Source: an optimization exercise on an open RTL-to-GDS flow (aim: small area). Production flows keep margins and buffers that such runs may drop.
The RTL was checked by simulation tests, not by an equivalence proof against the original design.
No activity file was given, so power comes from the tool's default toggle rates.

**design.v**
```verilog
`timescale 1ns / 1ps
module ff_dce(q, clk, d, reset, en);
	input clk, reset, en, d;
	output reg q;
	always @(posedge clk)
	if (reset) q <= 0; 
	else if (en) q <= d;
endmodule
`timescale 1ns / 1ps
module register(dout, clk, din, reset, load);
		input clk, reset, load;
		input [15:0] din;
		output reg [15:0] dout;
		always @(posedge clk)
			if (reset) dout <= 16'd0;
			else if (load) dout <= din;
endmodule
`timescale 1ns / 1ps
module mux21n(q, sel, a, b);
		parameter WID = 16;
		input sel;
		input[WID-1:0] a, b;
		output[WID-1:0] q;
		assign q = sel?b:a;
endmodule
`timescale 1ns / 1ps
module ADDR2MUX(result, sel, a,b,c,d);
		parameter WID = 16;
		input[1:0] sel;
		input[WID-1:0] a,b,c,d;
		output[WID-1:0] result;
assign result  = (sel == 2'b00) ? a:
                 (sel == 2'b01) ? b:
                 (sel == 2'b10) ? c:
                      d;
endmodule
`timescale 1ns / 1ps
module PCMUX(result, sel, a, b, c, d);
		output[15:0] result;
		input[1:0] sel;
		input[15:0] a,b,c,d;
		assign result  = (sel == 2'b00) ? a:
                             (sel == 2'b01) ? b:
                             (sel == 2'b10) ? c:
                                    d;
endmodule
`timescale 1ns / 1ps
module ALU(Ra, Rb, IR, aluControl, aluOut);
	input[5:0] IR;
	input[1:0] aluControl;
	input[15:0] Ra, Rb;
	output[15:0] aluOut;
	wire[15:0] sext, b;
	wire selMux;
	assign selMux = IR[5];
	assign sext = {{11{IR[4]}} , IR[4:0]};
	mux21n m21(b, selMux, Rb, sext);
	assign aluOut  = (aluControl == 2'b00) ? Ra:
                    (aluControl == 2'b01) ? Ra + b:
                    (aluControl == 2'b10) ? Ra & b:
                                    ~Ra;				
endmodule
`timescale 1ns / 1ps
module EAB(eabOut, IR, Ra, PC, selEAB1, selEAB2);
		output[15:0] eabOut;
		input[10:0] IR;
		input[15:0] Ra, PC;
		input selEAB1;
		input[1:0] selEAB2;
		wire[15:0] temp1, temp2, a,b,c,d;
		assign eabOut = temp1 + temp2;
		assign a =  16'd0;
		assign b =  {{10{IR[5]}},IR[5:0]};
		assign c =  {{7{IR[8]}},IR[8:0]};
		assign d =  {{5{IR[10]}},IR[10:0]};
		ADDR2MUX addmux2(temp1, selEAB2, a,b,c,d);
		mux21n addmux1(temp2, selEAB1, PC, Ra);
endmodule
`timescale 1ns / 1ps
module IR(IR, clk, ldIR, reset, Buss);
	input[15:0] Buss;
	input clk, ldIR, reset;
	output[15:0] IR;
	register r1(IR, clk, Buss, reset, ldIR);
endmodule
`timescale 1ns / 1ps
module MARMux(MARMuxOut, IR, eabOut, selMAR);
		output[15:0] MARMuxOut;
		input[15:0] eabOut;
		input[7:0] IR;
		input selMAR;
		wire[15:0] temp;
		assign temp = {{8'd0},IR};
		mux21n mux1(MARMuxOut, selMAR, eabOut, temp);
endmodule
`timescale 1ns / 1ps
module NZP(N, Z, P, clk, flagWE, reset, Buss);
	input[15:0] Buss;
	input clk, flagWE, reset;
	output N, Z, P;
	wire Nn, Nz, Np;
	assign Nn = Buss[15];
	assign Nz = ~|Buss;
	assign Np = ~Buss[15] && ~Nz;
	ff_dce ffn(N, clk, Nn, reset, flagWE);
	ff_dce ffz(Z, clk, Nz, reset, flagWE);
   ff_dce ffp(P, clk, Np, reset, flagWE);
endmodule
`timescale 1ns / 1ps
module PC(Buss, clk, reset, ldPC, eabOut, selPC, PC);
		input[15:0] Buss, eabOut;
		input clk, reset, ldPC;
		input[1:0] selPC;
		output[15:0] PC;
		wire[15:0] temp;
		register R1(PC, clk, temp, reset, ldPC);	
		PCMUX p1(temp, selPC, PC+16'd1, eabOut, Buss, 16'd0);  
endmodule
`timescale 1ns / 1ps
module RegFile(Ra, Rb, Buss, clk, regWE, reset, DR, SR1, SR2);
	input[15:0] Buss;
	input clk, regWE, reset;
	input[2:0] DR, SR1, SR2;
	output[15:0] Ra, Rb;
	wire[15:0] r0, r1, r2, r3, r4, r5, r6, r7;
	wire[7:0] ld;
	assign Ra = (SR1 == 3'b000)? r0:
					(SR1 == 3'b001)? r1:
					(SR1 == 3'b010)? r2:
					(SR1 == 3'b011)? r3:
					(SR1 == 3'b100)? r4:
					(SR1 == 3'b101)? r5:
					(SR1 == 3'b110)? r6:
					r7;
	assign Rb = (SR2 == 3'b000)? r0:
					(SR2 == 3'b001)? r1:
					(SR2 == 3'b010)? r2:
					(SR2 == 3'b011)? r3:
					(SR2 == 3'b100)? r4:
					(SR2 == 3'b101)? r5:
					(SR2 == 3'b110)? r6:
					r7;
	assign ld = (regWE == 1'b1 && DR == 3'b000)? 8'd1:
					(regWE == 1'b1 && DR == 3'b001)? 8'd2:
					(regWE == 1'b1 && DR == 3'b010)? 8'd4:
					(regWE == 1'b1 && DR == 3'b011)? 8'd8:
					(regWE == 1'b1 && DR == 3'b100)? 8'd16:
					(regWE == 1'b1 && DR == 3'b101)? 8'd32:
					(regWE == 1'b1 && DR == 3'b110)? 8'd64:
					(regWE == 1'b1 && DR == 3'b111)?8'd128:
					8'd0;
	register R0(r0, clk, Buss, reset, ld[0]);
	register R1(r1, clk, Buss, reset, ld[1]);
	register R2(r2, clk, Buss, reset, ld[2]);
	register R3(r3, clk, Buss, reset, ld[3]);
	register R4(r4, clk, Buss, reset, ld[4]);
	register R5(r5, clk, Buss, reset, ld[5]);
	register R6(r6, clk, Buss, reset, ld[6]);
	register R7(r7, clk, Buss, reset, ld[7]);
endmodule
`timescale 1ns / 1ps
module Memory(mdrOut, Buss, clk, reset, ldMAR, ldMDR, selMDR, memWE, mem_addr, mem_wdata, mem_we, mem_rdata);
input [15:0] Buss;
input clk, reset, ldMAR, selMDR, ldMDR, memWE;
output [15:0] mdrOut;
output [15:0] mem_addr, mem_wdata;
output mem_we;
input [15:0] mem_rdata;
wire [15:0] MARReg, memOut;
MAR MAR0(Buss, clk, reset, ldMAR, MARReg);
MDR MDR0(Buss, memOut, selMDR, clk, reset, ldMDR, mdrOut);
assign memOut = mem_rdata;
assign mem_addr = MARReg;
assign mem_wdata = mdrOut;
assign mem_we = memWE;
endmodule
module MAR(Buss, clk, reset, ldMAR, MAR);
input [15:0] Buss;
input clk, reset, ldMAR;
output reg [15:0] MAR;
  always @(posedge clk)
    if (reset == 1'b1)
			MAR <= 0;
	else if (ldMAR)
			MAR <= Buss;
endmodule
module MDR(Buss, memOut, selMDR, clk, reset, ldMDR, MDR);
input [15:0] Buss, memOut;
input clk, reset, ldMDR, selMDR;
output reg [15:0] MDR;
  always @(posedge clk)
    if (reset == 1'b1)
			MDR <= 0;
	else if (ldMDR)
			MDR <= selMDR?memOut:Buss;
endmodule
`timescale 1ns / 1ps
module Datapath(
	 input reset,
	 input clk,
    output [15:0] IR,
    output N,
    output Z,
    output P,
    input [1:0] aluControl,
    input [2:0] SR1,
    input [2:0] SR2,
    input [2:0] DR,
    input [1:0] selPC,
    input [1:0] selEAB2,
    input enaALU,
    input regWE,
    input enaMARM,
    input selMAR,
    input selEAB1,
    input enaPC,
    input ldPC,
    input ldIR,
    input ldMAR,
    input ldMDR,
    input selMDR,
    input memWE,
    input enaMDR,
    input flagWE,
    output [15:0] mem_addr,
    output [15:0] mem_wdata,
    output mem_we,
    input [15:0] mem_rdata
    );
	wire[15:0] Ra, Rb, aluOut, eabOut, PC, Buss, MARMuxOut, mdrOut;
	assign Buss = ({16{enaMARM}} & MARMuxOut) | ({16{enaPC}} & PC) |
	              ({16{enaMDR}} & mdrOut) | ({16{enaALU}} & aluOut);
 ALU alu0(Ra, Rb, IR[5:0], aluControl, aluOut);
 EAB eab(eabOut, IR[10:0], Ra, PC, selEAB1, selEAB2);
 IR ir(IR, clk, ldIR, reset, Buss);
 MARMux marmux(MARMuxOut, IR[7:0], eabOut, selMAR);
 Memory mem0(mdrOut, Buss, clk, reset, ldMAR, ldMDR, selMDR, memWE, mem_addr, mem_wdata, mem_we, mem_rdata);
 NZP znp(N, Z, P, clk, flagWE, reset, Buss);
 PC pc(Buss, clk, reset, ldPC, eabOut, selPC, PC);
 RegFile reg0(Ra, Rb, Buss, clk, regWE, reset, DR, SR1, SR2);
endmodule
`timescale 1ns / 1ps
module LC3_Control(IR,N,Z,P,aluControl,SR1,SR2,DR,selPC,selEAB1,selEAB2,
						enaALU,regWE,flagWE,enaMARM,selMAR,enaPC,ldPC,ldIR,ldMAR,ldMDR,selMDR,memWE,enaMDR,reset,clk);
		input reset,clk;
		input[15:0] IR;
		input N,Z,P;
		output reg[1:0] aluControl,selPC,selEAB2;
		output reg[2:0] SR1,SR2,DR;
		output reg selEAB1,enaALU,regWE,flagWE,enaMARM,selMAR,enaPC,ldPC,ldIR,ldMAR,ldMDR,selMDR,memWE,enaMDR;
		reg[14:0] CS;
		wire[3:0] OPcode = IR[15:12];
		parameter fetch0 = 15'h0001;
		parameter fetch1 = 15'h0002;
		parameter fetch2 = 15'h0004;
		parameter decode = 15'h0008;
		parameter AAN = 15'h0010;
		parameter JSR0 = 15'h0020;
		parameter JSR1 = 15'h0040;
		parameter BR = 15'h0080;
		parameter LD0 = 15'h0100;
		parameter LD1 = 15'h0200;
		parameter LD2 = 15'h0400;
		parameter ST0 = 15'h0800;
		parameter ST1 = 15'h1000;
		parameter ST2 = 15'h2000;
		parameter JMRE = 15'h4000;
		always @(posedge clk)
		begin	
			if(reset)
				CS <= fetch0;
			else
				case(CS)
					fetch0:
						CS <= fetch1;
					fetch1:
						CS <= fetch2;
					fetch2:
						CS <= decode;
					decode:
					begin
						if(OPcode == 4'b0001 || OPcode == 4'b0101 || OPcode == 4'b1001)
							CS <= AAN;
						else if(OPcode == 4'b0100)
							CS <= JSR0;
						else if(OPcode == 4'b0000)
							CS <= BR;
						else if(OPcode == 4'b0010)
							CS <= LD0;
						else if(OPcode == 4'b0011)
							CS <= ST0;
						else if(OPcode == 4'b1100)
							CS <= JMRE;
						else
							CS <= fetch0;
					end
					AAN:
						CS <= fetch0;
					JSR0:
						CS <= JSR1;
					JSR1:
						CS <= fetch0;
					BR:
						CS <= fetch0;
					LD0:
						CS <= LD1;
					LD1:
						CS <= LD2;
					LD2:
						CS <= fetch0;
					ST0:
						CS <= ST1;
					ST1:
						CS <= ST2;
					ST2:
						CS <= fetch0;
					JMRE:
						CS <= fetch0;
					default:
						CS <= fetch0;
				endcase
		end
		always @(*)
		begin
			enaALU = 1'b0;
			enaMARM = 1'b0;
			enaPC = 1'b0;
			enaMDR = 1'b0;
			ldIR  = 1'b0;
			ldPC = 1'b0;
			ldMAR = 1'b0;
			ldMDR = 1'b0;
			regWE = 1'b0;
			memWE = 1'b0;
			flagWE = 1'b0;
			aluControl = 2'b00;
			selPC = 2'b00;
			selEAB2 = 2'b00;
			SR1 = 3'b000;
			SR2 = 3'b000;
			DR = 3'b000;
			selEAB1 = 1'b0;
			enaMARM = 1'b0;
			selMAR = 1'b0;
			selMDR = 1'b0;
			case(CS)
				fetch0: 
				begin
					enaPC = 1'b1;
					ldMAR  = 1'b1;
				end
				fetch1: 
				begin
					ldPC = 1'b1;
					selPC = 2'b00;
					ldMDR = 1'b1;
					selMDR = 1'b1;
				end
				fetch2: 
				begin
					ldIR = 1'b1;
					enaMDR = 1'b1;
				end
				AAN: 
				begin
					enaALU = 1'b1;
					regWE = 1'b1;
					flagWE = 1'b1;
					aluControl = (IR[15:12] == 4'b0001)? 2'b01:
									(IR[15:12] == 4'b0101)? 2'b10:
									2'b11;
					SR1 = IR[8:6];
					SR2 = IR[2:0];
					DR = IR[11:9];
				end
				JSR0: 
				begin
					DR = 3'b111;
					regWE = 1'b1;
					enaPC = 1'b1;
				end
				JSR1: 
				begin
					selPC = 2'b01;
					selEAB1 = 1'b0;
					selEAB2 = 2'b11;
					ldPC = 1'b1;
				end
				BR: 
				begin
					selPC = 2'b01;
					selEAB1 = 1'b0;
					selEAB2 = 2'b10;
					ldPC = ((N & IR[11]) | (Z & IR[10]) | (P & IR[9]));
				end
				LD0: 
				begin
					selEAB1 = 1'b0;
					selEAB2 = 2'b10;
					enaMARM = 1'b1;
					selMAR = 1'b0;
					ldMAR = 1'b1;
				end
				LD1: 
				begin
					ldMDR = 1'b1;
					selMDR = 1'b1;
				end
				LD2: 
				begin
					DR = IR[11:9];
					regWE = 1'b1;
					flagWE = 1'b1;
					enaMDR = 1'b1;
				end
				ST0: 
				begin
					selEAB1 = 1'b0;
					selEAB2 = 2'b10;
					enaMARM = 1'b1;
					selMAR = 1'b0;
					ldMAR = 1'b1;
				end
				ST1: 
				begin
					aluControl = 2'b00;
					SR1 = IR[11:9];
					enaALU = 1'b1;
					ldMDR = 1'b1;    
					selMDR = 1'b0;
				end
				ST2: 
				begin
					memWE = 1'b1;
				end
				JMRE: 
				begin
					SR1 = IR[8:6];
					selPC = 2'b01;
					selEAB1 = 1'b1;
					selEAB2 = 2'b00;
					ldPC = 1'b1;
				end				
			endcase			
		end
endmodule
`timescale 1ns / 1ps
module LC3(reset, clk, mem_addr, mem_wdata, mem_we, mem_rdata);
	input reset, clk;
	output [15:0] mem_addr, mem_wdata;
	output mem_we;
	input [15:0] mem_rdata;
	wire[15:0] IR;
	wire N,Z,P;
	wire[1:0] aluControl,selPC,selEAB2;
	wire[2:0] SR1,SR2,DR;
	wire selEAB1,enaALU,regWE,flagWE,enaMARM,selMAR,enaPC,ldPC,ldIR,ldMAR,ldMDR,selMDR,memWE,enaMDR;
	LC3_Control LC3_C(IR,N,Z,P,aluControl,SR1,SR2,DR,selPC,selEAB1,selEAB2,
					enaALU,regWE,flagWE,enaMARM,selMAR,enaPC,ldPC,ldIR,ldMAR,ldMDR,selMDR,memWE,enaMDR,reset,clk);
	Datapath DP(reset, clk, IR, N, Z, P, aluControl, SR1, SR2, DR, selPC, selEAB2, enaALU, 
	regWE, enaMARM, selMAR, selEAB1, enaPC, ldPC, ldIR, ldMAR, ldMDR, selMDR, memWE, enaMDR, flagWE,
	mem_addr, mem_wdata, mem_we, mem_rdata);
endmodule
```
**run.sh**
```bash
#!/bin/bash
# synth_recipe.tcl (not shown) runs the flow's synth.tcl, then flattens the netlist and writes it again
# the make line also repeats each setting of config.mk as NAME=value (left out here)
make -C /OpenROAD-flow-scripts/flow DESIGN_CONFIG=/design/flow/config.mk WORK_HOME=/design/flow/orfs CLKGATE_MAP_FILE= SYNTH_SCRIPT=/design/flow/synth_recipe.tcl finish
```
**config.mk**
```make
export PLATFORM = sky130hd
export DESIGN_NAME = LC3
export DESIGN_NICKNAME = LC3
export VERILOG_FILES = /design/flow/design.v
export SDC_FILE = /design/flow/constraint.sdc
export NUM_CORES = 4
export LEC_CHECK = 0
export CAP_MARGIN = 20
export CORE_MARGIN = 2
export CORE_UTILIZATION = 40
export SLEW_MARGIN = 20
```
**constraint.sdc**
```tcl
create_clock -name core_clock -period 7.0 [get_ports {clk}]
set_input_delay 1.4000 -clock core_clock [delete_from_list [all_inputs] [get_ports {clk}]]
set_output_delay 1.4000 -clock core_clock [all_outputs]
set_load 0.01 [all_outputs]
```
==> impl_metrics.json, run 1 <==
{
  "whs_path_depth": 2,
  "power.switching_mw": 0.724,
  "power.leakage_nw": 6.24,
  "synthMuxAreaShare_pct": 2.23,
  "finalSetupViolCount": 0,
  "startpoint_type": "register",
  "drive_gt1_share_pct": 9.87,
  "crit_path_max_incr_delay_ps": 770,
  "grt_max_degree": 93,
  "cts_tree": "built",
  "nNetsFinal": 2162,
  "total_power_mw": 2.79,
  "fin_cells": 2598,
  "p_int_mw": 2.06,
  "grt_pass1_vias": 15600,
  "seq_area_frac_synth_pct": 28.8,
  "seqPwrFrac_pct": 44.0,
  "cp_data_arrival_time_ps": 7090,
  "syn_area_per_cell_um2": 7.07,
  "syn_nets": 2121,
  "ys_ff_latch": 210,
  "reg2reg_from": "LC3_C.CS[1]",
  "route.detailed.drc": 0,
  "synth_compound_area_share_pct": 31.0,
  "clk_pin_slew_ps": 70,
  "numCtsBuffers": 25,
  "endpoint_kind": "register",
  "dp.final_hpwl_mm": 57.6,
  "synth_edf_count": 0,
  "rsz0062_at_grt": "false",
  "clock_latency_ps": 560,
  "cap_viol_max_count": 0,
  "grt_antenna_before_repair": 3,
  "yosys_warnings": 5,
  "required_ps": 7410,
  "postRouteAntennaNets": 0,
  "dpl.cell_count": 2549,
  "vias": 16900,
  "netlist_area_mm2": 0.0146,
  "holdWs_ps": 454,
  "peakVddDrop_mv": 0.174,
  "crit_type": "register to register",
  "fin_crit_ps": 6690,
  "critPathLaunch": "LC3_C.CS[1]",
  "synth_top_family_by_area": "compound AO/OA/AOI/OAI gates",
  "core_area_mm2": 0.0363,
  "ios": 51,
  "syn-instance-count": 2069,
  "drt-wirelength-per-cell_um": 28.9,
  "fin_skew_ps": 14.7,
  "min-delay-start": "DP.mem0.MAR0.MAR[13]",
  "path_buf_inv": 2,
  "synth_cell_types": 83,
  "row_count": 70,
  "p_per_area_mw_per_mm2": 165,
  "hold_viol": 0,
  "maxSlewViolCount": 0,
  "gp_congestion": 1.04,
  "power_frac_clock_pct": 48.0,
  "die_area_mm2": 0.0381,
  "drt-vias-per-instance": 6.51,
  "nFillCells": 3787,
  "die_w_um": 195,
  "io_buffers": 50,
  "synth_fa_ha_area_share_pct": 3.01,
  "htree_levels": 1,
  "cts-root-buf": "clkbuf_16",
  "critPathSlowestCell": "or4_1",
  "wl_mm": 75.0,
  "grt_pass1_wl_mm": 109,
  "grt-ovfl-total": 0,
  "worst_pin_slew_ps": 1150,
  "path_max_fanout": 7,
  "cts.sinks": 210,
  "synth-simple-area-share_pct": 28.2,
  "slew_headroom_pct": 23.3,
  "die_h_um": 195,
  "cp_cell_sequence": "or4_1 -> nor4_2 -> a32o_1 -> buf_4 -> mux2i_1 -> o2111ai_1 -> a21oi_1 -> nor3_1 -> a21o_1 -> inv_1 -> fa_1 -> nor2b_1 -> o21ai_0 -> a211o_1 -> a31oi_1 -> xor2_1 -> and2_1 -> a221oi_1 -> o211ai_1 -> or4_1 -> nor4_2 -> o41ai_1",
  "status": "timing/DRC/antenna clean",
  "synthToLayoutAreaGrowth_pct": 15.7,
  "fin_crit_sh_pct": 95.6,
  "cpLargestDelayFamily": "simple AND/OR/NAND/NOR gates",
  "setup_tns_ps": 0,
  "clockBufferDepth": 3,
  "hold_path_class": "register to register",
  "yosys.area_share.xor_xnor_pct": 1.86,
  "reg2reg_depth": 22,
  "power.share.combinational_pct": 8.0,
  "track_usage_pct": 38.8,
  "dr.pass1.iters": 6,
  "cp.depth": 22,
  "max_freq_ghz": 0.149,
  "start_util_pct": 40.3,
  "switching_share_pct": 26.0,
  "ys.flop_type": "dfxtp_1",
  "drt_iter0_markers": 2127,
  "async_reset_ff_share_pct": 0
}
[power groups by stage]
| stage | Combinational (mW) | Clock (mW) | Sequential, mW |
|---|---|---|---|
| after global placement | 0.216 | 0 | 1.25 |
| final | 0.223 | 1.34 | 1.23 |
| after global routing | 0.239 | 1.40 | 1.23 |
| after floorplan | 0.122 | 0 | 1.25 |
| after CTS | 0.218 | 1.35 | 1.23 |
| after detailed placement | 0.217 | 0 | 1.25 |
[final cells by class]
type	count	area, um2	area share (%)
sequential	210	4200	24.9
clock buffer	34	709	4.19
inverter	32	120	0.710
tap	468	586	3.46
multi-input combinational	1676	9790	57.9
clock inverter	10	110	0.651
timing repair buffer	165	1390	8.22
antenna	3	7.51	0.0444
[cells in the mapped netlist (all sizes together) (7+ instances only)]
library cell    n  share of area (%)
nand3          38                1.3
and2           22               0.94
ha             32                2.7
a222oi          7               0.48
o211ai         28                1.4
xnor2          20                1.2
o31ai           8               0.41
a21oi         230                7.9
dfxtp         210                 29
mux2i          27                1.8
o21ai         108                3.8
o21a           10               0.51
nor2b          19               0.81
a211oi         62                3.2
o22ai          12               0.51
buf            27               0.93
a21o           24                1.2
xor2           11               0.66
nor3           62                2.1
a32o            7               0.48
or3            10               0.43
o32a            7               0.48
nand4          25                1.1
or2             7               0.30
o311ai          7               0.42
inv            32               0.82
a211o          24                1.4
a32oi          11               0.66
a22oi          27                1.4
nor4           19                1.2
a31oi          25                1.1
nor2          226                5.8
clkbuf        124                3.2
a221oi         16                1.0
nor3b          20                1.1
nand2b         12               0.51
o32ai          10               0.70
and3           26                1.1
nand2         381                9.8
[cells by family after synthesis]
family,count (synthesis)
mux,32
flops,210
xor+xnor,31
compound gates,683
buf+inv,183
fa+ha+maj,34
simple gates,896
[flip-flops by register name, summed over array words and instances (netlist names)]
| name | flops |
|---|---|
| DP.ir.r1.dout | 16 |
| DP.mem0.MAR0.MAR | 16 |
| DP.mem0.MDR0.MDR | 16 |
| DP.pc.R1.dout | 16 |
| DP.reg0.R0.dout | 16 |
| DP.reg0.R1.dout | 16 |
| DP.reg0.R2.dout | 16 |
| DP.reg0.R3.dout | 16 |
| DP.reg0.R4.dout | 16 |
| DP.reg0.R5.dout | 16 |
| DP.reg0.R6.dout | 16 |
| DP.reg0.R7.dout | 16 |
| DP.znp.ffn.q | 1 |
| DP.znp.ffp.q | 1 |
| DP.znp.ffz.q | 1 |
| LC3_C.CS | 15 |
[worst paths after layout]
kind / endpoint / slack (ps)
worst max register to register: DP.znp.ffp.q / 310
worst max-delay path: DP.znp.ffp.q / 310
worst min-delay path: DP.mem0.MAR0.MAR[13] / 450
worst min register to register: DP.mem0.MAR0.MAR[13] / 450
[cells in the final DEF, fill, tap and decap left out, types with 27 or more instances in the layout]
cell type / n
ha_1: 32
nand3_1: 38
o211ai_1: 28
clkdlybuf4s50_1: 49
a211oi_1: 61
o21ai_0: 101
inv_1: 32
a21oi_1: 229
nand2_1: 381
mux2i_1: 27
buf_4: 112
dfxtp_1: 210
nor3_1: 57
nor2_1: 224
a22oi_1: 27
[worst min-delay path, cell delays in order, from the launching register on]
cell and delay [ps]:
dfxtp_1 310, nand2_1 50, a21oi_1 50
[metrics by stage]
stage	worst slack (ps)	area, um2	util [%]
3_3_place_gp	195	16100	44.3
6_report	311	16900	46.7
5_1_grt	52.3	16900	46.6
2_1_floorplan	493	14600	-
3_5_place_dp	199	16100	44.3
4_1_cts	170	16900	46.5
[per-layer routing]
layer	up-vias	global-route usage, %	routed length [um]
li1	7663	-	-
met3	174	8.19	7680
met4	4	15.5	3220
met5	-	0	26
met1	8085	52.7	31600
met2	974	60.1	32400
[timing repair]
action / CTS / global route
resized for setup: 0 / 6
hold buffers: 0 / 0
setup endpoints to repair: 0 / 29
buffers inserted: 0 / 1
==> inputs of run 2 (changes only) <==
==> design.v (replaced) <==
`timescale 1ns / 1ps
module LC3(reset, clk, mem_addr, mem_wdata, mem_we, mem_rdata);
	input reset, clk;
	output [15:0] mem_addr, mem_wdata;
	output mem_we;
	input [15:0] mem_rdata;
	reg [3:0] ph;
	reg clr, p2;
	reg [15:0] ir, pc, mdr;
	reg [15:0] r0, r1, r2, r3, r4, r5, r6, r7;
	reg n, z, p;
	reg ac, pcc;
	wire first = ~clr & ~p2 & (ph == 4'd0);
	wire [15:0] ire = first ? mem_rdata : ir;
	wire [3:0] op = ire[15:12];
	wire isADD = (op == 4'b0001);
	wire isAND = (op == 4'b0101);
	wire isNOT = (op == 4'b1001);
	wire isBR  = (op == 4'b0000);
	wire isLD  = (op == 4'b0010);
	wire isST  = (op == 4'b0011);
	wire isJSR = (op == 4'b0100);
	wire isJMP = (op == 4'b1100);
	wire isALU = isADD | isAND | isNOT;
	wire [7:0] tail = {r7[0], r6[0], r5[0], r4[0], r3[0], r2[0], r1[0], r0[0]};
	wire [2:0] sa = isST ? ire[11:9] : ire[8:6];
	wire a = tail[sa];
	wire rb = tail[ire[2:0]];
	reg [3:0] idx;
	always @(*) begin
		if (isALU) idx = (ph > 4'd4) ? 4'd4 : ph;
		else if (isJSR) idx = (ph > 4'd10) ? 4'd10 : ph;
		else idx = (ph > 4'd8) ? 4'd8 : ph;
	end
	wire obit = ire[idx];
	wire b = ire[5] ? obit : rb;
	wire acin = (ph == 4'd0) ? 1'b0 : ac;
	wire asum = a ^ b ^ acin;
	wire ar = isADD ? asum : isAND ? (a & b) : ~a;
	wire taken = (n & ire[11]) | (z & ire[10]) | (p & ire[9]);
	wire useoff = p2 | (isBR & taken) | isLD | isST;
	wire q = useoff & (obit ^ (p2 & ~isJSR));
	wire pcin = (ph == 4'd0) ? ~(p2 & isJSR) : pcc;
	wire psum = pc[0] ^ q ^ pcin;
	wire ldbit = (ph == 4'd0) ? mem_rdata[0] : mdr[0];
	wire wen = p2 ? isLD : (isALU | isJSR);
	wire [2:0] wsel = isJSR ? 3'd7 : ire[11:9];
	wire wbit = isJSR ? psum : p2 ? ldbit : ar;
	wire setcc = ~clr & (p2 ? isLD : isALU);
	wire clearing = reset | clr;
	wire [7:0] wk;
	genvar k;
	generate for (k = 0; k < 8; k = k + 1) begin : wd
		assign wk[k] = wen & (wsel == k);
	end endgenerate
	wire [7:0] rin = clearing ? 8'd0 : ((wk & {8{wbit}}) | (~wk & tail));
	wire pnew = clearing ? 1'b0 : (isJMP & ~p2) ? a : psum;
	always @(posedge clk) begin
		ir <= ire;
		r0 <= {rin[0], r0[15:1]};
		r1 <= {rin[1], r1[15:1]};
		r2 <= {rin[2], r2[15:1]};
		r3 <= {rin[3], r3[15:1]};
		r4 <= {rin[4], r4[15:1]};
		r5 <= {rin[5], r5[15:1]};
		r6 <= {rin[6], r6[15:1]};
		r7 <= {rin[7], r7[15:1]};
		pc <= {pnew, pc[15:1]};
		ac <= (a & b) | (a & acin) | (b & acin);
		pcc <= (pc[0] & q) | (pc[0] & pcin) | (q & pcin);
		if (p2 & (ph == 4'd0))
			mdr <= {1'b0, mem_rdata[15:1]};
		else
			mdr <= {a, mdr[15:1]};
	end
	always @(posedge clk) begin
		if (reset) begin
			n <= 1'b0; z <= 1'b0; p <= 1'b0;
		end else if (setcc) begin
			if (ph == 4'd15) begin
				n <= wbit;
				z <= z & ~wbit;
				p <= ~wbit & ~z;
			end else if (ph == 4'd0)
				z <= ~wbit;
			else
				z <= z & ~wbit;
		end
	end
	always @(posedge clk) begin
		if (reset) begin
			ph <= 4'd0; clr <= 1'b1; p2 <= 1'b0;
		end else begin
			ph <= ph + 4'd1;
			if (ph == 4'd15) begin
				clr <= 1'b0;
				p2 <= ~clr & ~p2 & (isLD | isST | isJSR);
			end
		end
	end
	assign mem_addr = pc;
	assign mem_wdata = mdr;
	assign mem_we = p2 & (ph == 4'd0) & isST;
endmodule
--- a/config.mk
+++ b/config.mk
@@ -7,2 +7,3 @@
 export LEC_CHECK = 0
+export ABC_AREA = 1
 export CAP_MARGIN = 20
==> run 2 against run 1 <==
- still clean
- non-clock buffer count is 115 lower
- die area is 62% lower
- total power is 28% lower
- sequential power is 13% lower
- sequential share of layout area is 32 points higher
- register-to-register slack better by 2300 ps
- critical path depth is 15 lower
- global-route usage is 24 points lower
- wire length is 87% lower
- critical path type is now register to output port
- largest cell class is now sequential cells
==> impl_metrics.json, run 2 <==
{
  "n_antenna_cell": 0,
  "cp_data_arrival_time_ps": 3430,
  "ios": 51,
  "die_area_mm2": 0.0143,
  "required_ps": 5600,
  "p_per_area_mw_per_mm2": 305,
  "ys.flop_type": "dfxtp_1",
  "ys_ff_latch": 187,
  "hold_path_class": "register to register",
  "numCtsBuffers": 17,
  "fin_skew_ps": 9.14,
  "max_freq_ghz": 0.207,
  "clock_latency_ps": 420,
  "hold_viol": 0,
  "seq_area_frac_synth_pct": 69.8,
  "gp_congestion": 0.890,
  "synth_area_leader_cell": "dfxtp_1",
  "maxSlewViolCount": 0,
  "fin_crit_ps": 4830,
  "grt_max_degree": 25,
  "synth_top_area_share_pct": 69.8,
  "cts_resized": 0,
  "route.detailed.drc": 0,
  "yosys_warnings": 1,
  "startpoint_type": "register",
  "track_usage_pct": 14.6,
  "cts-root-buf": "clkbuf_16",
  "synth.top_cells.by_count": "dfxtp_1 (187), nand2_1 (94), inv_1 (49), o21ai_0 (40), nand3_1 (27)",
  "fin_crit_sh_pct": 69.1,
  "syn-instance-count": 507,
  "drt-wirelength-per-cell_um": 12.8,
  "die_w_um": 120,
  "crit_type": "register to output port",
  "status": "timing/DRC/antenna clean",
  "drt_iter0_markers": 168,
  "postRouteAntennaNets": 0,
  "yosys-top-cells-area": "dfxtp_1 (70%), nand2_1 (6.6%), o21ai_0 (3.7%)",
  "vias": 3428,
  "netlist_area_mm2": 0.00536,
  "nNetsFinal": 592,
  "power.leakage_nw": 2.87,
  "synthToLayoutAreaGrowth_pct": 23.4,
  "dpl.cell_count": 726,
  "cts.sinks": 187,
  "fin_cells": 758,
  "drt-vias-per-instance": 4.52,
  "grt_pass1_wl_mm": 15.9,
  "clockBufferDepth": 2,
  "die_h_um": 120,
  "wl_mm": 9.74,
  "core_area_mm2": 0.0132,
  "slew_headroom_pct": 41.6,
  "cap_viol_max_count": 0,
  "htree_levels": 4,
  "nFillCells": 1198,
  "finalSetupViolCount": 0,
  "cts_tree": "built",
  "syn_area_per_cell_um2": 10.6,
  "final_cell_mix": "dfxtp_1 (187), nand2_1 (94), clkdlybuf4s50_1 (50)",
  "grt_antenna_before_repair": 0,
  "row_count": 42,
  "io_buffers": 50,
  "grt_pass1_vias": 3296,
  "final_common_cell": "dfxtp_1",
  "path_max_fanout": 20,
  "peakVddDrop_mv": 0.238,
  "syn_nets": 530,
  "dr.pass1.iters": 4,
  "grt-ovfl-total": 0,
  "cts_hold_buf": 0,
  "worst_pin_slew_ps": 873,
  "endpoint_kind": "output port",
  "dp.final_hpwl_mm": 6.87,
  "post_cts_buffers": 0,
  "rsz0062_at_grt": "false",
  "drive_gt1_share_pct": 10.3,
  "synth_edf_count": 0,
  "start_util_pct": 40.6,
  "synthMostInstantiatedCell": "dfxtp_1",
  "async_reset_ff_share_pct": 0,
  "synth_cell_types": 32,
  "setup_tns_ps": 0,
  "clk_pin_slew_ps": 70
}
-- run 2: cell types whose count changed after synthesis, sizes merged, moves of 57 or more --
cell	previous run	this run
nand2	381	99
a21oi	230	23
nor2	226	33
clkbuf	124	3
nor3	62	0
a211oi	62	1
o21ai	108	51
-- run 2: logic make-up after synthesis --
family	after synthesis	synth area share [%]
AND/OR/NAND/NOR	175	15.4
buffers and inverters	56	4.48
multiplexers	1	0.187
flip-flops	187	69.8
adder cells (fa/ha/maj)	5	1.45
AO/OA/AOI/OAI	83	8.66
-- run 2: worst paths after layout --
path,startpoint,slack (ps),depth (start not counted),to
max,ph[0],2170,7,mem_we
min,r2[9],320,0,r2[8]
max reg2reg,ph[0],2610,25,p
min reg2reg,r2[9],320,0,r2[8]
-- run 2: layer usage --
layer,wire [um],vias to the layer above,global-route usage (%)
met5,0,-,0
met1,4750,1595,19.0
met4,172,0,6.84
met3,464,12,5.80
li1,-,1747,-
met2,4350,74,21.2
-- run 2: cell type report --
cell class	instances	area, um2	area share [%]
sequential	187	3740	56.6
multi-input combinational	264	1380	20.8
clock buffer	19	453	6.85
clock inverter	13	136	2.06
tap	176	220	3.33
inverter	49	184	2.78
timing repair buffer	50	500	7.57
-- run 2: metrics by stage --
step	area, um2	utilization, %	worst slack [ps]	hold WS, ps	power (mW)
3_5_place_dp	6030	45.7	1900	312	1.13
6_report	6620	50.2	2170	322	2.02
2_1_floorplan	5360	-	2910	310	1.11
5_1_grt	6620	50.2	1780	325	2.09
4_1_cts	6620	50.2	2100	322	2.05
3_3_place_gp	6030	45.7	2060	310	1.13
-- run 2: power breakdown --
group          internal (mW)  switching [mW]  leakage, nW  total [mW]
logic                 0.0171          0.0237         1.08      0.0407
clock network          0.490           0.418        0.279       0.908
registers               1.07         0.00193         1.51        1.07
-- run 2: worst max-delay path: stages (launching register included) --
cell and delay (ps):
dfxtp_1 350, inv_1 130, ha_1 400, nand2_2 140, nor2_1 680, inv_1 550, nor2_1 200, clkdlybuf4s50_1 560
==> inputs of run 3 (changes only) <==
--- a/design.v
+++ b/design.v
@@ -10,3 +10,3 @@
 	reg [15:0] r0, r1, r2, r3, r4, r5, r6, r7;
-	reg n, z, p;
+	reg f1, f0;	 
 	reg ac, pcc;
@@ -39,3 +39,3 @@
 	wire ar = isADD ? asum : isAND ? (a & b) : ~a;
-	wire taken = (n & ire[11]) | (z & ire[10]) | (p & ire[9]);
+	wire taken = (~f1 & f0 & ire[11]) | (f1 & ~f0 & ire[10]) | (f1 & f0 & ire[9]);
 	wire useoff = p2 | (isBR & taken) | isLD | isST;
@@ -55,3 +55,5 @@
 	end endgenerate
-	wire [7:0] rin = clearing ? 8'd0 : ((wk & {8{wbit}}) | (~wk & tail));
+	wire [7:0] wkc = wk | {8{clearing}};
+	wire wbc = wbit & ~clearing;
+	wire [7:0] rin = (wkc & {8{wbc}}) | (~wkc & tail);
 	wire pnew = clearing ? 1'b0 : (isJMP & ~p2) ? a : psum;
@@ -77,12 +79,11 @@
 		if (reset) begin
-			n <= 1'b0; z <= 1'b0; p <= 1'b0;
+			f1 <= 1'b0; f0 <= 1'b0;
 		end else if (setcc) begin
 			if (ph == 4'd15) begin
-				n <= wbit;
-				z <= z & ~wbit;
-				p <= ~wbit & ~z;
+				f1 <= ~wbit;
+				f0 <= wbit | ~f1;
 			end else if (ph == 4'd0)
-				z <= ~wbit;
+				f1 <= ~wbit;
 			else
-				z <= z & ~wbit;
+				f1 <= f1 & ~wbit;
 		end
--- a/config.mk
+++ b/config.mk
@@ -10,3 +10,4 @@
 export CORE_MARGIN = 2
-export CORE_UTILIZATION = 40
+export CORE_UTILIZATION = 70
+export CTS_BUF_LIST = sky130_fd_sc_hd__clkbuf_2 sky130_fd_sc_hd__clkbuf_4 sky130_fd_sc_hd__clkbuf_8
 export SLEW_MARGIN = 20
==> run 3 against run 2 <==
- utilization up 34 points
- wire length rose by 30%
- critical path type unchanged
- via count grew 10%
- still clean
==> impl_metrics.json, run 3 <==
{
  "cap_viol_max_count": 0,
  "maxSlewViolCount": 0,
  "core_area_mm2": 0.00765,
  "nFillCells": 381,
  "synth_top_area_share_pct": 68.4,
  "cts_hold_buf": 0,
  "cp_data_arrival_time_ps": 3590,
  "cts_tree": "built",
  "wl_met1_mm": 5.11,
  "final_common_cell": "dfxtp_1",
  "cp_cell_sequence": "inv_1 -> ha_1 -> nand2_1 -> nor2_1 -> inv_1 -> nor2_1 -> clkdlybuf4s50_1",
  "synth_cell_types": 33,
  "yosys-top-cells-area": "dfxtp_1 (68%), nand2_1 (6.7%), nand3_1 (3.6%)",
  "async_reset_ff_share_pct": 0,
  "nNetsFinal": 607,
  "dp.final_hpwl_mm": 8.29,
  "numCtsBuffers": 17,
  "crit_path_max_incr_delay_ps": 730,
  "die_h_um": 92.2,
  "finalSetupViolCount": 0,
  "hold_path_class": "register to register",
  "cts-root-buf": "clkbuf_8",
  "synth.top_cells.by_count": "dfxtp_1 (186), nand2_1 (97), inv_1 (52), nand3_1 (39), o21ai_0 (27)",
  "crit_type": "register to output port",
  "startpoint_type": "register",
  "track_usage_pct": 32.0,
  "cpLargestDelayFamily": "buffers and inverters",
  "wl_mm": 12.6,
  "row_count": 32,
  "final_area_mm2": 0.00644,
  "max_freq_ghz": 0.200,
  "start_util_pct": 71.2,
  "io_buffers": 50,
  "clockBufferDepth": 2,
  "rsz0062_at_grt": "false",
  "path_max_fanout": 20,
  "holdWs_ps": 325,
  "synthMostInstantiatedCell": "dfxtp_1",
  "fin_crit_ps": 4990,
  "fin_skew_ps": 23.2,
  "setup_tns_ps": 0,
  "n_antenna_cell": 0,
  "drt-wirelength-per-cell_um": 18.1,
  "ys.flop_type": "dfxtp_1",
  "grt_antenna_before_repair": 0,
  "seq_area_frac_synth_pct": 68.4,
  "grt_pass1_wl_mm": 20.0,
  "die_area_mm2": 0.00849,
  "syn-instance-count": 521,
  "syn_nets": 544,
  "drt_iter0_markers": 259,
  "htree_levels": 4,
  "route.met3.wl_um": 755,
  "path_buf_inv": 3,
  "postRouteAntennaNets": 0,
  "synth_edf_count": 0,
  "grt_pass1_vias": 3835,
  "cts_resized": 0,
  "syn_area_per_cell_um2": 10.4,
  "ios": 51,
  "critPathSlowestCell": "nor2_1",
  "clock_latency_ps": 470,
  "placed_area_mm2": 0.00603,
  "status": "timing/DRC/antenna clean",
  "yosys_warnings": 1,
  "drt-vias-per-instance": 5.42,
  "endpoint_kind": "output port",
  "vias": 3786,
  "post_cts_buffers": 0,
  "synthToLayoutAreaGrowth_pct": 18.4,
  "fin_crit_sh_pct": 71.3,
  "dpl.cell_count": 667,
  "route.detailed.drc": 0,
  "clk_pin_slew_ps": 120,
  "dr_wl_met2_mm": 6.39,
  "power.leakage_nw": 2.89,
  "worst_pin_slew_ps": 919,
  "peakVddDrop_mv": 0.262,
  "final_cell_mix": "dfxtp_1 (186), nand2_1 (97), inv_1 (52)",
  "drive_gt1_share_pct": 12.9,
  "cts.sinks": 186,
  "synth_area_leader_cell": "dfxtp_1",
  "grt-ovfl-total": 0,
  "p_per_area_mw_per_mm2": 282,
  "fin_cells": 699,
  "hold_viol": 0,
  "ys_ff_latch": 186,
  "required_ps": 5600,
  "dr.pass1.iters": 5,
  "top_layer": "met4",
  "grt_max_degree": 24,
  "netlist_area_mm2": 0.00544,
  "slew_headroom_pct": 38.5,
  "die_w_um": 92.2,
  "gp_congestion": 0.919
}
-- run 3: changes by cell type after synthesis, sizes merged, moves of 4 or more --
cell / change
o21ai: -9
nand2: +11
nand3: +13
inv: +6
a21oi: -4
-- run 3: per-stage QoR --
step | setup slack [ps] | utilization, % | power, mW
after global placement | 2130 | 78.9 | 1.12
after detailed placement | 1990 | 78.9 | 1.13
after floorplan | 3040 | - | 1.11
after CTS | 2000 | 84.2 | 1.83
after global routing | 1740 | 84.2 | 1.87
final | 2010 | 84.2 | 1.82
-- run 3: report_power, final --
part	internal (mW)	switching [mW]
clock network	0.285	0.431
logic	0.0171	0.0235
registers	1.06	0.00228
total	1.36	0.457
-- run 3: worst paths after layout --
path | start | end | slack [ps] | cells after the start
min reg2reg | r0[13] | r0[12] | 320 | 0
max reg2reg | ph[0] | r4[15] | 2610 | 24
min | r0[13] | r0[12] | 320 | 0
max | ph[0] | mem_we | 2010 | 7
-- run 3: area by class of cell --
| type | count | area (um2) | area share [%] |
|---|---|---|---|
| clock buffer | 18 | 248 | 3.85 |
| clock inverter | 14 | 163 | 2.53 |
| inverter | 55 | 206 | 3.21 |
| multi-input combinational | 274 | 1470 | 22.9 |
| sequential | 186 | 3720 | 57.8 |
| tap | 102 | 128 | 1.98 |
| timing repair buffer | 50 | 500 | 7.77 |
-- run 3: cells by family (layout without fill, tap and decap cells) --
family	count (synthesis)	in the layout	share of synthesized area [%]
compound gates	70	70	7.63
fa+ha+maj	5	5	1.43
buf+inv	61	137	4.51
flops	186	186	68.4
simple gates	199	199	18.0
-- run 3: routing by layer --
layer / up-vias / global-route usage, %
li1: 1795 / -
met1: 1781 / 38.0
met2: 171 / 55.0
met3: 39 / 8.22
met4: 0 / 14.1
met5: - / 0
==> inputs of run 4 (changes only) <==
==> flow/run.sh (new file) <==
#!/bin/bash
set -euo pipefail
bash standard.sh "BUFFER_PORTS_ARGS=-buffer_cell sky130_fd_sc_hd__buf_1" finish > standard_flow.log 2>&1
==> standard.sh (new file) <==
#!/bin/bash
# synth_recipe.tcl (not shown) runs the flow's synth.tcl, then flattens the netlist and writes it again
# the make line also repeats each setting of config.mk as NAME=value (left out here)
make -C /OpenROAD-flow-scripts/flow DESIGN_CONFIG=/design/flow/config.mk WORK_HOME=/design/flow/orfs CLKGATE_MAP_FILE= SYNTH_SCRIPT=/design/flow/synth_recipe.tcl "${@:-finish}"
removed: run.sh
==> run 4 against run 3 <==
- clock power decreased by 5.9%
- sequential share of layout area increased by 3.2 points
- final area decreased by 5.2%
- first-iteration DRC count decreased by 9.3%
- critical path type unchanged
- largest power group unchanged
==> impl_metrics.json, run 4 <==
{
  "io_buffers": 50,
  "synth_top_area_share_pct": 68.4,
  "htree_levels": 4,
  "placed_area_mm2": 0.00572,
  "synthToLayoutAreaGrowth_pct": 12.2,
  "drt-vias-per-instance": 5.28,
  "start_util_pct": 71.2,
  "syn_area_per_cell_um2": 10.4,
  "r2r-end": "r1[15]",
  "grt_pass1_vias": 3632,
  "slew_headroom_pct": 41.2,
  "gp_congestion": 0.972,
  "ios": 51,
  "netlist_area_mm2": 0.00544,
  "grt_pass1_wl_mm": 17.6,
  "final_common_cell": "dfxtp_1",
  "path_max_fanout": 20,
  "worst_pin_slew_ps": 879,
  "status": "timing/DRC/antenna clean",
  "nFillCells": 459,
  "critPathSlowestCell": "nor2_1",
  "synth_cell_types": 33,
  "peakVddDrop_mv": 0.253,
  "reg2reg_depth": 24,
  "crit_type": "register to output port",
  "synth_edf_count": 0,
  "hold_viol": 0,
  "clock_latency_ps": 450,
  "critPathLaunch": "ph[0]",
  "cp_cell_sequence": "inv_1 -> ha_1 -> nand2_1 -> nor2_1 -> inv_1 -> nor2_1 -> buf_1",
  "core_area_mm2": 0.00765,
  "required_ps": 5600,
  "die_area_mm2": 0.00849,
  "synthMostInstantiatedCell": "dfxtp_1",
  "syn-instance-count": 521,
  "power.leakage_nw": 2.76,
  "dp.final_hpwl_mm": 7.51,
  "dpl.cell_count": 667,
  "postRouteAntennaNets": 0,
  "die_h_um": 92.2,
  "whs_path_depth": 0,
  "cp_data_arrival_time_ps": 3230,
  "cts_hold_buf": 0,
  "maxSlewViolCount": 0,
  "rsz0062_at_grt": "false",
  "fin_crit_sh_pct": 66.1,
  "cts_resized": 0,
  "reg2reg_from": "ph[0]",
  "cts.sinks": 186,
  "wl_mm": 10.7,
  "n_antenna_cell": 0,
  "fin_cells": 699,
  "crit_path_max_incr_delay_ps": 710,
  "total_power_mw": 1.77,
  "p_per_area_mw_per_mm2": 290,
  "startpoint_type": "register",
  "finalSetupViolCount": 0,
  "ys_ff_latch": 186,
  "hold_path_class": "register to register",
  "cap_viol_max_count": 0,
  "yosys_warnings": 1,
  "vias": 3691,
  "synth.top_cells.by_count": "dfxtp_1 (186), nand2_1 (97), inv_1 (52), nand3_1 (39), o21ai_0 (27)",
  "rrSetupSlack_ps": 2680,
  "grt_antenna_before_repair": 0,
  "grt_max_degree": 24,
  "clockBufferDepth": 2,
  "min_to": "r1[12]",
  "fin_crit_ps": 4630,
  "drt-wirelength-per-cell_um": 15.3,
  "final_area_mm2": 0.00610,
  "async_reset_ff_share_pct": 0,
  "dr.pass1.iters": 5,
  "post_cts_buffers": 0,
  "endpoint_kind": "output port",
  "die_w_um": 92.2,
  "fin_skew_ps": 21.1,
  "cts-root-buf": "clkbuf_8",
  "yosys-top-cells-area": "dfxtp_1 (68%), nand2_1 (6.7%), nand3_1 (3.6%)",
  "route.detailed.drc": 0,
  "cts_tree": "built",
  "drt_iter0_markers": 235,
  "setup_tns_ps": 0,
  "grt-ovfl-total": 0,
  "final_cell_mix": "dfxtp_1 (186), nand2_1 (97), inv_1 (52)",
  "clk_pin_slew_ps": 110,
  "nNetsFinal": 607,
  "row_count": 32,
  "min-delay-start": "r1[13]",
  "max_freq_ghz": 0.216,
  "syn_nets": 544,
  "numCtsBuffers": 17,
  "seq_area_frac_synth_pct": 68.4,
  "ys.flop_type": "dfxtp_1",
  "drive_gt1_share_pct": 12.9,
  "synth_area_leader_cell": "dfxtp_1",
  "track_usage_pct": 27.6
}
-- run 4: cell types whose count changed in the layout (fill, tap and decap cells not counted), sizes merged --
cell           before  now
clkdlybuf4s50      50    0
inv                64   61
clkinv              3    6
buf                 0   50
clkinvlp            2    1
clkbuf             18   19
-- run 4: routing by layer --
layer / GRT usage [%] / vias up / part of all wire [%]
met5: 0 / - / 0
met4: 11.3 / 0 / 2.0
met3: 7.23 / 28 / 5.9
met2: 44.4 / 143 / 48
met1: 35.5 / 1732 / 44
li1: - / 1788 / -
-- run 4: final cells by class --
type	count	area (um2)	share of cell area, %
multi-input combinational	274	1470	24.1
inverter	55	206	3.38
clock inverter	13	130	2.13
tap	102	128	2.09
sequential	186	3720	61.0
timing repair buffer	50	188	3.08
clock buffer	19	255	4.18
-- run 4: cell families after synthesis --
kind of cell             after synthesis  synth area share [%]
AND/OR/NAND/NOR                      199                  18.0
flip-flops                           186                  68.4
AO/OA/AOI/OAI                         70                  7.63
adder cells (fa/ha/maj)                5                  1.43
buffers and inverters                 61                  4.51
-- run 4: worst max path at each step --
stage	cells past startpoint	slack (ps)	endpoint
6_report	7	2370	mem_we
2_1_floorplan	23	3040	r3[15]
4_1_cts	7	2360	mem_we
3_3_place_gp	24	2490	r3[15]
5_1_grt	7	2020	mem_we
3_5_place_dp	24	2420	r5[15]
-- run 4: critical path, delay by kind of cell (launching register included) --
kind | cells | cell delay, ps
buffers and inverters | 3 | 900
and+or+nand+nor | 3 | 1130
adders and majority gates | 1 | 340
DFF | 1 | 390
-- run 4: metrics by stage --
stage | hold WS (ps) | util, % | setup slack (ps)
CTS | 334 | 79.8 | 2360
finish | 333 | 79.8 | 2370
global route | 333 | 79.8 | 2020
floorplan | 310 | - | 3040
global placement | 310 | 74.8 | 2490
detailed placement | 312 | 74.8 | 2420
-- run 4: power breakdown --
part           total, mW  switching, mW  internal, mW
Clock              0.674          0.399         0.275
Combinational     0.0336         0.0230        0.0106
Sequential          1.06        0.00240          1.06
Total               1.77          0.424          1.34
==> inputs of run 5 (changes only) <==
==> flow/run.sh (replaced) <==
#!/bin/bash
# The standard layout, with two changes:
#  - synthesis maps the logic with ABC's area-oriented amap (flow/abc_area.script) instead of
#    ORFS's area script; otherwise it is synth_recipe.tcl unchanged (same registers and names)
#  - the port buffers use the smallest buffer cell
set -euo pipefail
here=$(pwd)
{
  echo "proc abc {args} { set i [lsearch \$args -script]; if {\$i >= 0} { lset args [expr {\$i+1}] $here/flow/abc_area.script }; yosys abc {*}\$args }"
  cat synth_recipe.tcl
} > own_synth.tcl
bash standard.sh "SYNTH_SCRIPT=$here/own_synth.tcl" "BUFFER_PORTS_ARGS=-buffer_cell sky130_fd_sc_hd__buf_1" finish > standard_flow.log 2>&1
==> flow/abc_area.script (new file) <==
strash
dch
amap
topo
==> run 5 against run 4 <==
- still clean on timing, DRC and antenna
- global-route usage hardly changed
- final cell count shrank 17%
- flip-flop and latch count stayed put
- highest routed layer unchanged
==> impl_metrics.json, run 5 <==
{
  "status": "timing/DRC/antenna clean",
  "final_cell_mix": "dfxtp_1 (186), buf_1 (50), clkinv_1 (36)",
  "final_util_pct": 83.1,
  "cts-root-buf": "clkbuf_8",
  "drt_iter0_markers": 248,
  "path_max_fanout": 18,
  "p_per_area_mw_per_mm2": 362,
  "critPathSlowestCell": "fa_1",
  "die_area_mm2": 0.00767,
  "row_count": 30,
  "start_util_pct": 72.0,
  "dr.pass1.iters": 13,
  "n_antenna_cell": 0,
  "numCtsBuffers": 17,
  "route.detailed.drc": 0,
  "syn_area_per_cell_um2": 12.2,
  "finalSetupViolCount": 0,
  "fin_crit_ps": 6390,
  "path_buf_inv": 8,
  "htree_levels": 4,
  "clock_latency_ps": 450,
  "hold_path_class": "register to register",
  "nFillCells": 344,
  "endpoint_kind": "register",
  "grt_max_degree": 23,
  "synth_cell_types": 29,
  "hold_viol": 0,
  "gp_congestion": 0.938,
  "final_common_cell": "dfxtp_1",
  "yosys_warnings": 1,
  "seq_area_frac_synth_pct": 76.1,
  "cpLargestDelayFamily": "compound AO/OA/AOI/OAI gates",
  "cp_data_arrival_time_ps": 6720,
  "synth_area_leader_cell": "dfxtp_1",
  "grt_pass1_vias": 3185,
  "synth_top_area_share_pct": 76.1,
  "ys_ff_latch": 186,
  "crit_top_cell": "clkinv_1",
  "die_w_um": 87.6,
  "wl_mm": 9.89,
  "setup_tns_ps": 0,
  "slew_headroom_pct": 45.0,
  "startpoint_type": "register",
  "synth_edf_count": 0,
  "maxSlewViolCount": 0,
  "cap_viol_max_count": 0,
  "dp.final_hpwl_mm": 6.51,
  "reg2reg_depth": 28,
  "synth.top_cells.by_count": "dfxtp_1 (186), clkinv_1 (36), nor2_1 (34), o22ai_1 (26), o21ai_0 (25)",
  "crit_type": "register to register",
  "async_reset_ff_share_pct": 0,
  "rsz0062_at_grt": "false",
  "track_usage_pct": 27.5,
  "postRouteAntennaNets": 0,
  "max_freq_ghz": 0.156,
  "ios": 51,
  "nNetsFinal": 495,
  "whs_path_depth": 0,
  "syn-instance-count": 401,
  "grt-ovfl-total": 0,
  "cts_tree": "built",
  "worst_pin_slew_ps": 822,
  "crit_path_max_incr_delay_ps": 520,
  "vias": 3277,
  "drt-vias-per-instance": 5.65,
  "grt_antenna_before_repair": 0,
  "synthToLayoutAreaGrowth_pct": 15.4,
  "grt_pass1_wl_mm": 15.5,
  "cp.depth": 28,
  "yosys-top-cells-area": "dfxtp_1 (76%), o22ai_1 (3.3%), clkinv_1 (2.8%)",
  "peakVddDrop_mv": 0.266,
  "power.leakage_nw": 2.21,
  "fin_crit_sh_pct": 91.4,
  "netlist_area_mm2": 0.00489,
  "ys.flop_type": "dfxtp_1",
  "synthMostInstantiatedCell": "dfxtp_1",
  "core_area_mm2": 0.00679,
  "required_ps": 7330,
  "cts.sinks": 186,
  "drt-wirelength-per-cell_um": 17.1,
  "fin_skew_ps": 22.9,
  "syn_nets": 424,
  "clk_pin_slew_ps": 90,
  "die_h_um": 87.6,
  "clockBufferDepth": 2,
  "io_buffers": 50,
  "drive_gt1_share_pct": 7.02
}
[run 5: metrics by stage]
step	power (mW)	std cells	setup slack [ps]	hold slack [ps]	area, um2
after floorplan	1.26	401	1190	310	4890
after global placement	1.31	549	1050	310	5210
after detailed placement	1.32	549	714	312	5210
after CTS	2.05	580	605	325	5640
after global routing	2.12	580	25.7	330	5640
final	2.05	580	605	323	5640
[run 5: path summary, 6_finish.rpt]
kind	endpoint	from	slack (ps)
max	f1	ph[0]	610
min	r4[11]	r4[12]	320
max reg2reg	f1	ph[0]	610
min reg2reg	r4[11]	r4[12]	320
[run 5: layout make-up]
type,instances,area [um2],share of cell area (%)
Clock buffer,18,241,4.28
Clock inverter,13,186,3.30
Inverter,36,135,2.39
Multi-Input combinational cell,179,1030,18.3
Sequential cell,186,3720,66.0
Tap cell,96,120,2.13
Timing Repair Buffer,52,203,3.59
[run 5: cell families (layout without fill, tap and decap cells)]
logic type / count (synthesis) / in the layout / synth area share, %
DFF: 186 / 186 / 76.1
buffers and inverters: 36 / 119 / 2.76
adders and majority gates: 5 / 5 / 1.59
AOI/OAI and AO/OA: 101 / 101 / 13.3
and+or+nand+nor: 73 / 73 / 6.19
[run 5: power by group]
group	total, mW	leakage, nW	internal, mW	switching (mW)
Clock	0.739	0.212	0.367	0.372
Combinational	0.182	0.495	0.0637	0.118
Sequential	1.13	1.51	1.10	0.0232
[run 5: repair_timing]
item | in CTS | in global routing
hold buffers | 0 | 0
setup endpoints to repair | 0 | 9
buffers inserted | 0 | 0
resized for setup | 0 | 1
[run 5: layer usage]
layer  share of wire (%)  vias up  track usage, %
met5                   0        -               0
met4                 4.2        0            17.6
met3                 7.5       60            8.48
met2                  48      200            43.9
met1                  40     1488            32.4
li1                    -     1529               -
==> inputs of run 6 (changes only) <==
--- a/flow/run.sh
+++ b/flow/run.sh
@@ -11,2 +11,2 @@
 } > own_synth.tcl
-bash standard.sh "SYNTH_SCRIPT=$here/own_synth.tcl" "BUFFER_PORTS_ARGS=-buffer_cell sky130_fd_sc_hd__buf_1" finish > standard_flow.log 2>&1
+bash standard.sh "SYNTH_SCRIPT=$here/own_synth.tcl" "BUFFER_PORTS_ARGS=-buffer_cell sky130_fd_sc_hd__buf_1" "CTS_ARGS=-sink_clustering_enable -repair_clock_nets -dont_use_dummy_load -buf_list {sky130_fd_sc_hd__clkbuf_2 sky130_fd_sc_hd__clkbuf_4 sky130_fd_sc_hd__clkbuf_8}" finish > standard_flow.log 2>&1
==> run 6 against run 5 <==
- still clean
- die area stayed put
- wire length shrank 5.6%
- sequential share of layout area increased by 2.3 points
- final cell count shrank 2.4%
- combinational power about the same
- critical path type unchanged
==> impl_metrics.json, run 6 <==
{
  "synth_area_leader_cell": "dfxtp_1",
  "seq_area_frac_synth_pct": 76.1,
  "clockBufferDepth": 2,
  "synthMostInstantiatedCell": "dfxtp_1",
  "max_freq_ghz": 0.159,
  "post_cts_buffers": 0,
  "die_w_um": 87.6,
  "die_h_um": 87.6,
  "final_cell_mix": "dfxtp_1 (186), buf_1 (50), clkinv_1 (36)",
  "setup_tns_ps": 0,
  "synth_cell_types": 29,
  "grt_antenna_before_repair": 0,
  "grt_max_degree": 23,
  "synthToLayoutAreaGrowth_pct": 11.4,
  "cts_hold_buf": 0,
  "start_util_pct": 72.0,
  "p_per_area_mw_per_mm2": 333,
  "maxSlewViolCount": 0,
  "drive_gt1_share_pct": 4.26,
  "cts-root-buf": "clkbuf_8",
  "htree_levels": 4,
  "core_area_mm2": 0.00679,
  "synth_fa_ha_area_share_pct": 1.59,
  "grt-ovfl-total": 0,
  "syn_nets": 424,
  "route.detailed.drc": 0,
  "synth_edf_count": 0,
  "row_count": 30,
  "finalSetupViolCount": 0,
  "crit_top_cell": "clkinv_1",
  "path_max_fanout": 18,
  "status": "timing/DRC/antenna clean",
  "yosys_warnings": 1,
  "final_common_cell": "dfxtp_1",
  "yosys.area_share.xor_xnor_pct": 0,
  "critPathSlowestCell": "fa_1",
  "ios": 51,
  "gp_congestion": 0.938,
  "yosys-top-cells-area": "dfxtp_1 (76%), o22ai_1 (3.3%), clkinv_1 (2.8%)",
  "netlist_area_mm2": 0.00489,
  "clock_latency_ps": 430,
  "crit_type": "register to register",
  "syn-instance-count": 401,
  "grt_pass1_vias": 3027,
  "endpoint_kind": "register",
  "power.leakage_nw": 2.13,
  "async_reset_ff_share_pct": 0,
  "cts_tree": "built",
  "fin_cells": 566,
  "holdWs_ps": 304,
  "slew_headroom_pct": 44.9,
  "track_usage_pct": 26.2,
  "fin_skew_ps": 32.6,
  "ys.flop_type": "dfxtp_1",
  "drt-wirelength-per-cell_um": 16.5,
  "vias": 3183,
  "drt_iter0_markers": 245,
  "postRouteAntennaNets": 0,
  "nNetsFinal": 495,
  "ys_ff_latch": 186,
  "dpl.cell_count": 549,
  "synth.top_cells.by_count": "dfxtp_1 (186), clkinv_1 (36), nor2_1 (34), o22ai_1 (26), o21ai_0 (25)",
  "clk_pin_slew_ps": 80,
  "syn_area_per_cell_um2": 12.2,
  "cp_data_arrival_time_ps": 6600,
  "final_area_mm2": 0.00545,
  "fin_crit_sh_pct": 90.0,
  "numCtsBuffers": 17,
  "fin_crit_ps": 6300,
  "synth-simple-area-share_pct": 6.19,
  "cts_resized": 0,
  "rsz0062_at_grt": "false",
  "n_antenna_cell": 0,
  "cts.sinks": 186,
  "wl_mm": 9.34,
  "io_buffers": 50,
  "synth_top_family_by_area": "compound AO/OA/AOI/OAI gates",
  "hold_viol": 0,
  "peakVddDrop_mv": 0.297,
  "crit_path_max_incr_delay_ps": 520,
  "drt-vias-per-instance": 5.62,
  "synth_compound_area_share_pct": 13.3,
  "dr.pass1.iters": 5,
  "dp.final_hpwl_mm": 6.51,
  "worst_pin_slew_ps": 824,
  "hold_path_class": "register to register",
  "startpoint_type": "register",
  "cap_viol_max_count": 0,
  "die_area_mm2": 0.00767,
  "placed_area_mm2": 0.00521,
  "grt_pass1_wl_mm": 14.7,
  "synth_top_area_share_pct": 76.1,
  "synthMuxAreaShare_pct": 0,
  "required_ps": 7300,
  "final_util_pct": 80.2
}
-- run 6: changes by cell type in the layout (fill, tap and decap cells not counted), sizes merged --
cell and change:
inv -5, bufinv -3, clkbuf -1, clkinvlp -2, clkinv -3
-- run 6: cell families after synthesis --
family,Yosys count
AOI/OAI and AO/OA,101
buffers and inverters,36
and+or+nand+nor,73
adders and majority gates,5
DFF,186
-- run 6: final cells by class --
cell class | count | area (um2)
well taps | 96 | 120
multi-input cells | 179 | 1030
clock buffers | 17 | 234
repair buffers | 52 | 203
inverters | 36 | 135
fillers | 384 | 1340
flip-flops and latches | 186 | 3720
-- run 6: path summary, 6_finish.rpt --
| kind | startpoint | to | slack [ps] | depth (start not counted) |
|---|---|---|---|---|
| worst max-delay path | ph[1] | f1 | 700 | 28 |
| worst min-delay path | r6[15] | r6[14] | 300 | 0 |
| worst max register to register | ph[1] | f1 | 700 | 28 |
| worst min register to register | r6[15] | r6[14] | 300 | 0 |
-- run 6: report_power, final --
group / internal (mW) / switching [mW]
Combinational: 0.0637 / 0.117
Clock: 0.215 / 0.295
Sequential: 1.10 / 0.0230
-- run 6: metal layers --
layer  GRT usage (%)  vias to the layer above  part of all wire, %
met4            11.9                        0                  2.4
met2            43.8                      170                   49
li1                -                     1513                    -
met5               0                        -                    0
met3            6.88                       32                  6.5
met1            32.1                     1468                   42
-- run 6: worst max-delay path: cells and delay by family (launching register included) --
| kind | cells | cell delay [ps] |
|---|---|---|
| compound gates | 11 | 2070 |
| simple gates | 7 | 1650 |
| buf+inv | 8 | 1430 |
| fa+ha+maj | 2 | 660 |
| flops | 1 | 340 |
-- run 6: metrics by stage --
step	power, mW	setup slack [ps]
2_1_floorplan	1.26	1190
5_1_grt	1.88	80.8
6_report	1.82	699
3_3_place_gp	1.31	1050
3_5_place_dp	1.32	714
4_1_cts	1.82	661

==> port drivers added, routing unchanged <==
No port has a modelled driver above. Below, the same layouts with a new extraction and two added sets of constraints.
Step 1 assumes that a clkbuf_16 drives the clock port and a buf_2 every other input.
Step 2 also shifts input and output timing later by t, the mid clock arrival at the registers, as if the neighbouring blocks saw the same clock.
a / b / c = ideal ports / drivers / drivers and shift; a / b = the first two.
| run | t, ns | setup WS [ns] | worst setup path after step 2 | worst register clock-pin slew, ns | worst data-port slew with drivers (ns) |
|---|---|---|---|---|---|
| run 1 | 0.606 | 0.311 / 0.311 / 0.311 | register to register | 0.07 / 0.07 | 0.04 |
| run 2 | 0.455 | 2.166 / 2.127 / 1.829 | input to register | 0.07 / 0.07 | 0.04 |
| run 3 | 0.490 | 2.006 / 1.970 / 1.941 | input to register | 0.12 / 0.12 | 0.05 |
| run 4 | 0.477 | 2.374 / 2.341 / 2.368 | input to register | 0.11 / 0.11 | 0.04 |
| run 5 | 0.467 | 0.605 / 0.605 / 0.605 | register to register | 0.10 / 0.10 | 0.04 |
| run 6 | 0.448 | 0.699 / 0.699 / 0.699 | register to register | 0.09 / 0.09 | 0.04 |
After both steps every run listed still meets setup and hold. For run 2, which loses most, drivers alone change the setup slack by -0.039 ns; drivers and shift together by -0.337 ns.
